From an optimization exercise on the open Yosys and OpenROAD flow, aimed at small area and a short achievable clock period; shortcuts taken in it are not production practice. At most, simulation tests tie the RTL to the original design; equivalence was not proved. No activity file was given, so power comes from the tool's default toggle rates.

==> flow/design.v <==
`timescale 1ns/1ns
module CAM #(parameter SIZE=32)(
	input 							clock, reset,
	input 							enable,
	input 							command,
	input[31:0]						data,
	input[$clog2(SIZE)-1:0]			write_idx,
	output reg[$clog2(SIZE)-1:0]	read_idx,
	output reg						hit
);
	localparam IW = $clog2(SIZE);	 
	wire wr = enable & command;
	wire rd = enable & ~command;
	reg [SIZE-1:0] vacant;			 
	wire [SIZE-1:0] z;				 
	genvar i;
	generate for (i = 0; i < SIZE; i = i + 1) begin : e
		reg [31:0] word;
		always @(posedge clock)
			if (!reset && wr && write_idx == i)
				word <= data;
		CAM_miss u_miss (.word(word), .key(data), .vacant(vacant[i]), .z(z[i]));
	end endgenerate
	wire			any;
	wire [IW-1:0]	first_n;
	CAM_first u_first (.z(z), .hit(any), .idx_n(first_n));
	always @(posedge clock)
		if (reset || !rd) begin
			hit <= 1'b0;
			read_idx <= 0;
		end else begin
			hit <= any;
			read_idx <= ~first_n;
		end
	always @(posedge clock)
		if (reset)
			vacant <= {SIZE{1'b1}};
		else if (wr)
			vacant[write_idx] <= 1'b0;
endmodule
module CAM_miss(
	input [31:0]	word,
	input [31:0]	key,
	input			vacant,
	output			z
);
	wire [31:0]	eq1;	 
	wire [15:0]	ne2;	 
	wire [7:0]	eq4;	 
	wire [3:0]	ne8;	 
	wire [1:0]	eq16;	 
	genvar j;
	generate for (j = 0; j < 32; j = j + 1) begin : b
		CAM_xnor2 u (.a(word[j]), .b(key[j]), .y(eq1[j]));
	end
	for (j = 0; j < 16; j = j + 1) begin : p
		CAM_nand2 u (.a(eq1[2*j]), .b(eq1[2*j+1]), .y(ne2[j]));
	end
	for (j = 0; j < 8; j = j + 1) begin : n
		CAM_nor2 u (.a(ne2[2*j]), .b(ne2[2*j+1]), .y(eq4[j]));
	end
	for (j = 0; j < 4; j = j + 1) begin : y
		CAM_nand2 u (.a(eq4[2*j]), .b(eq4[2*j+1]), .y(ne8[j]));
	end endgenerate
	CAM_nor3 u_h0 (.a(ne8[0]), .b(ne8[1]), .c(vacant), .y(eq16[0]));
	CAM_nor2 u_h1 (.a(ne8[2]), .b(ne8[3]), .y(eq16[1]));
	CAM_nand2 u_w (.a(eq16[0]), .b(eq16[1]), .y(z));
endmodule
module CAM_first(
	input [31:0]	z,
	output			hit,	 
	output [4:0]	idx_n	 
);
	genvar i, l, b;
	generate for (l = 1; l <= 5; l = l + 1) begin : t
		localparam N = 32 >> l;
		wire [N-1:0] h;
		wire [N*l-1:0] x;
		for (i = 0; i < N; i = i + 1) begin : n
			wire cl, ch;	 
			wire [l-1:0] xo;
			if (l == 1) begin : c
				assign cl = z[2*i];
				assign ch = z[2*i+1];
			end else begin : c
				assign cl = t[l-1].h[2*i];
				assign ch = t[l-1].h[2*i+1];
			end
			if (l % 2 == 1) begin : o
				CAM_nand2  u_h (.a(cl), .b(ch), .y(h[i]));
				CAM_nand2b u_t (.a_n(ch), .b(cl), .y(xo[l-1]));
				for (b = 0; b < l - 1; b = b + 1) begin : m
					CAM_a21oi u (.a1(cl), .a2(t[l-1].x[(2*i+1)*(l-1) + b]), .b1(t[l-1].x[(2*i)*(l-1) + b]), .y(xo[b]));
				end
			end else begin : o
				CAM_nor2  u_h (.a(cl), .b(ch), .y(h[i]));
				CAM_nor2b u_t (.a(cl), .b_n(ch), .y(xo[l-1]));
				for (b = 0; b < l - 1; b = b + 1) begin : m
					CAM_o21ai u (.a1(cl), .a2(t[l-1].x[(2*i+1)*(l-1) + b]), .b1(t[l-1].x[(2*i)*(l-1) + b]), .y(xo[b]));
				end
			end
			assign x[i*l +: l] = xo;
		end
	end endgenerate
	assign hit = t[5].h[0];
	assign idx_n = t[5].x[4:0];
endmodule
module CAM_xnor2(input a, input b, output y);
	assign y = ~(a ^ b);
endmodule
module CAM_nor3(input a, input b, input c, output y);
	assign y = ~(a | b | c);
endmodule
module CAM_nor2(input a, input b, output y);
	assign y = ~(a | b);
endmodule
module CAM_nand2(input a, input b, output y);
	assign y = ~(a & b);
endmodule
module CAM_nand2b(input a_n, input b, output y);
	assign y = ~(~a_n & b);
endmodule
module CAM_nor2b(input a, input b_n, output y);
	assign y = ~a & b_n;
endmodule
module CAM_a21oi(input a1, input a2, input b1, output y);
	assign y = ~((a1 & a2) | b1);
endmodule
module CAM_o21ai(input a1, input a2, input b1, output y);
	assign y = ~((a1 | a2) & b1);
endmodule
Settings: LEC_CHECK=0, CAP_MARGIN=20, CORE_MARGIN=2, CORE_UTILIZATION=40, SETUP_SLACK_MARGIN=2.3, SLEW_MARGIN=20, SYNTH_HIERARCHICAL=1, SYNTH_MINIMUM_KEEP_SIZE=0; clock period 4.5 ns.
run.sh (not shown) runs the stock make flow with config.mk's settings and CLKGATE_MAP_FILE= SYNTH_SCRIPT=/design/flow/synth_recipe.tcl, a recipe that flattens the netlist after the stock synthesis.
The first run produced a clean layout.
Change:
--- a/flow/design.v
+++ b/flow/design.v
@@ -10,17 +10,27 @@
 );
 	localparam IW = $clog2(SIZE);	 
 	wire wr = enable & command;
 	wire rd = enable & ~command;
-	reg [SIZE-1:0] vacant;			 
+	reg [SIZE-1:0] valid;
 	wire [SIZE-1:0] z;				 
+	wire [3:0] we_lo;
+	wire [7:0] we_hi;
+	wire [SIZE-1:0] we;
 	genvar i;
-	generate for (i = 0; i < SIZE; i = i + 1) begin : e
+	generate for (i = 0; i < 4; i = i + 1) begin : pl
+		assign we_lo[i] = write_idx[1:0] == i;
+	end
+	for (i = 0; i < 8; i = i + 1) begin : ph
+		assign we_hi[i] = !reset && wr && write_idx[4:2] == i;
+	end
+	for (i = 0; i < SIZE; i = i + 1) begin : e
 		reg [31:0] word;
+		CAM_and2 u_we (.a(we_lo[i % 4]), .b(we_hi[i / 4]), .y(we[i]));
 		always @(posedge clock)
-			if (!reset && wr && write_idx == i)
+			if (we[i])
 				word <= data;
-		CAM_miss u_miss (.word(word), .key(data), .vacant(vacant[i]), .z(z[i]));
+		CAM_miss u_miss (.word(word), .key(data), .valid(valid[i]), .z(z[i]));
 	end endgenerate
 	wire			any;
 	wire [IW-1:0]	first_n;
 	CAM_first u_first (.z(z), .hit(any), .idx_n(first_n));
@@ -33,16 +43,16 @@
 			read_idx <= ~first_n;
 		end
 	always @(posedge clock)
 		if (reset)
-			vacant <= {SIZE{1'b1}};
+			valid <= 0;
 		else if (wr)
-			vacant[write_idx] <= 1'b0;
+			valid[write_idx] <= 1'b1;
 endmodule
 module CAM_miss(
 	input [31:0]	word,
 	input [31:0]	key,
-	input			vacant,
+	input			valid,
 	output			z
 );
 	wire [31:0]	eq1;	 
 	wire [15:0]	ne2;	 
@@ -61,11 +71,11 @@
 	end
 	for (j = 0; j < 4; j = j + 1) begin : y
 		CAM_nand2 u (.a(eq4[2*j]), .b(eq4[2*j+1]), .y(ne8[j]));
 	end endgenerate
-	CAM_nor3 u_h0 (.a(ne8[0]), .b(ne8[1]), .c(vacant), .y(eq16[0]));
+	CAM_nor2 u_h0 (.a(ne8[0]), .b(ne8[1]), .y(eq16[0]));
 	CAM_nor2 u_h1 (.a(ne8[2]), .b(ne8[3]), .y(eq16[1]));
-	CAM_nand2 u_w (.a(eq16[0]), .b(eq16[1]), .y(z));
+	CAM_nand3 u_w (.a(eq16[0]), .b(eq16[1]), .c(valid), .y(z));
 endmodule
 module CAM_first(
 	input [31:0]	z,
 	output			hit,	 
@@ -107,10 +117,13 @@
 endmodule
 module CAM_xnor2(input a, input b, output y);
 	assign y = ~(a ^ b);
 endmodule
-module CAM_nor3(input a, input b, input c, output y);
-	assign y = ~(a | b | c);
+module CAM_nand3(input a, input b, input c, output y);
+	assign y = ~(a & b & c);
+endmodule
+module CAM_and2(input a, input b, output y);
+	assign y = a & b;
 endmodule
 module CAM_nor2(input a, input b, output y);
 	assign y = ~(a | b);
 endmodule
Effect: Cell area is about the same. First-iteration DRC count goes up by 35%. Worst setup slack degrades by 3.0 ps. Sequential power hardly moves. Global-route usage grows by 0.12 points. Register-to-register slack gets worse by 70 ps. Via count increases by 2.4%. Flip-flop and latch count does not change.
The RTL of the second run of this note was laid out without a check of its function.

* * *

CAM, a different RTL version from the one above (not shown whole).
For scale: ~2900 cells after synthesis, roughly 1100 flip-flops, about 45000 µm² of cells after synthesis.
==> module CAM_miss, before the edit <==
module CAM_miss(
	input [31:0]	word,
	input [31:0]	key,
	input			valid,
	output			z
);
	wire [31:0]	eq1;	 
	wire [7:0]	ne4;	 
	wire [3:0]	eq8;	 
	wire [1:0]	ne16;	 
	wire		eq32;	 
	genvar j;
	generate for (j = 0; j < 32; j = j + 1) begin : b
		CAM_xnor2 u (.a(word[j]), .b(key[j]), .y(eq1[j]));
	end
	for (j = 0; j < 8; j = j + 1) begin : n
		CAM_nand4 u (.a(eq1[4*j]), .b(eq1[4*j+1]), .c(eq1[4*j+2]), .d(eq1[4*j+3]), .y(ne4[j]));
	end
	for (j = 0; j < 4; j = j + 1) begin : y
		CAM_nor2 u (.a(ne4[2*j]), .b(ne4[2*j+1]), .y(eq8[j]));
	end
	for (j = 0; j < 2; j = j + 1) begin : h
		CAM_nand2 u (.a(eq8[2*j]), .b(eq8[2*j+1]), .y(ne16[j]));
	end endgenerate
	CAM_nor2 u_w (.a(ne16[0]), .b(ne16[1]), .y(eq32));
	CAM_nand2 u_z (.a(eq32), .b(valid), .y(z));
endmodule
==> module CAM_nand4, before the edit <==
module CAM_nand4(input a, input b, input c, input d, output y);
	assign y = ~(a & b & c & d);
endmodule
clock: 4.5 ns
lec_check: 0
cap_margin: 20
core_margin: 2
core_utilization: 40
cts_buf_list: sky130_fd_sc_hd__clkbuf_8 sky130_fd_sc_hd__clkbuf_16
cts_cluster_diameter: 80
cts_cluster_size: 20
setup_slack_margin: 2.3
slew_margin: 20
synth_hierarchical: 1
synth_minimum_keep_size: 0
The first run produced a clean layout.
Then changed:
--- a/flow/design.v
+++ b/flow/design.v
@@ -51,31 +51,32 @@
 	input [31:0]	word,
 	input [31:0]	key,
 	input			valid,
 	output			z
 );
 	wire [31:0]	eq1;	 
-	wire [7:0]	ne4;	 
-	wire [3:0]	eq8;	 
-	wire [1:0]	ne16;	 
-	wire		eq32;	 
+	wire [15:0]	ne2;	 
+	wire [7:0]	eq4;	 
+	wire [3:0]	ne8;	 
+	wire [1:0]	eq16;	 
 	genvar j;
 	generate for (j = 0; j < 32; j = j + 1) begin : b
 		CAM_xnor2 u (.a(word[j]), .b(key[j]), .y(eq1[j]));
 	end
+	for (j = 0; j < 16; j = j + 1) begin : p
+		CAM_nand2 u (.a(eq1[2*j]), .b(eq1[2*j+1]), .y(ne2[j]));
+	end
 	for (j = 0; j < 8; j = j + 1) begin : n
-		CAM_nand4 u (.a(eq1[4*j]), .b(eq1[4*j+1]), .c(eq1[4*j+2]), .d(eq1[4*j+3]), .y(ne4[j]));
+		CAM_nor2 u (.a(ne2[2*j]), .b(ne2[2*j+1]), .y(eq4[j]));
 	end
 	for (j = 0; j < 4; j = j + 1) begin : y
-		CAM_nor2 u (.a(ne4[2*j]), .b(ne4[2*j+1]), .y(eq8[j]));
-	end
-	for (j = 0; j < 2; j = j + 1) begin : h
-		CAM_nand2 u (.a(eq8[2*j]), .b(eq8[2*j+1]), .y(ne16[j]));
+		CAM_nand2 u (.a(eq4[2*j]), .b(eq4[2*j+1]), .y(ne8[j]));
 	end endgenerate
-	CAM_nor2 u_w (.a(ne16[0]), .b(ne16[1]), .y(eq32));
-	CAM_nand2 u_z (.a(eq32), .b(valid), .y(z));
+	CAM_nor2 u_h0 (.a(ne8[0]), .b(ne8[1]), .y(eq16[0]));
+	CAM_nor2 u_h1 (.a(ne8[2]), .b(ne8[3]), .y(eq16[1]));
+	CAM_nand3 u_w (.a(eq16[0]), .b(eq16[1]), .c(valid), .y(z));
 endmodule
 module CAM_first(
 	input [31:0]	z,
 	output			hit,	 
 	output [4:0]	idx		 
 );
@@ -146,9 +147,6 @@
 module CAM_o21ai(input a1, input a2, input b1, output y);
 	assign y = ~((a1 | a2) & b1);
 endmodule
 module CAM_a21o(input a1, input a2, input b1, output y);
 	assign y = (a1 & a2) | b1;
 endmodule
-module CAM_nand4(input a, input b, input c, input d, output y);
-	assign y = ~(a & b & c & d);
-endmodule
What happened: Fmax climbs by a few percent. Final cell count increases by a few percent. Clock power decreases by a few percent. Final area goes down by a few percent. Sequential power hardly moves. Register-to-register slack stays flat.
For the first run of this note, only the layout was checked, not whether the RTL still works.

[static timing again, ports no longer ideal]
The results above use ideal ports. As a check the final layouts listed here were re-extracted and re-timed, cells and wires unchanged.
Step 1, drivers: a clkbuf_16 drives clock and a buf_2 each remaining input, both assumed.
Step 2 adds t to the input delays and takes it off the output delays; t is the mean of the earliest and latest rising clock arrival at the registers after step 1. Input paths then give back, and output paths get back, about the clock's delay inside the block.
Slacks: ideal / step 1 / step 2; pairs: ideal / step 1.
run | t (ns) | setup WS [ns] | pins driven straight from the clock port
the first run of note 1 | 0.762 | 2.268 / 2.134 / 1.372 | 1
the second run of note 1 | 0.747 | 2.265 / 2.139 / 1.392 | 1
the first run of note 2 | 0.774 | 2.227 / 2.151 / 1.378 | 1
the second run of note 2 | 0.755 | 2.315 / 2.232 / 1.477 | 1
After both steps setup and hold are still met in every run listed. For the first run of note 1, which loses most, drivers alone change the setup slack by -0.134 ns; drivers and shift together by -0.896 ns.
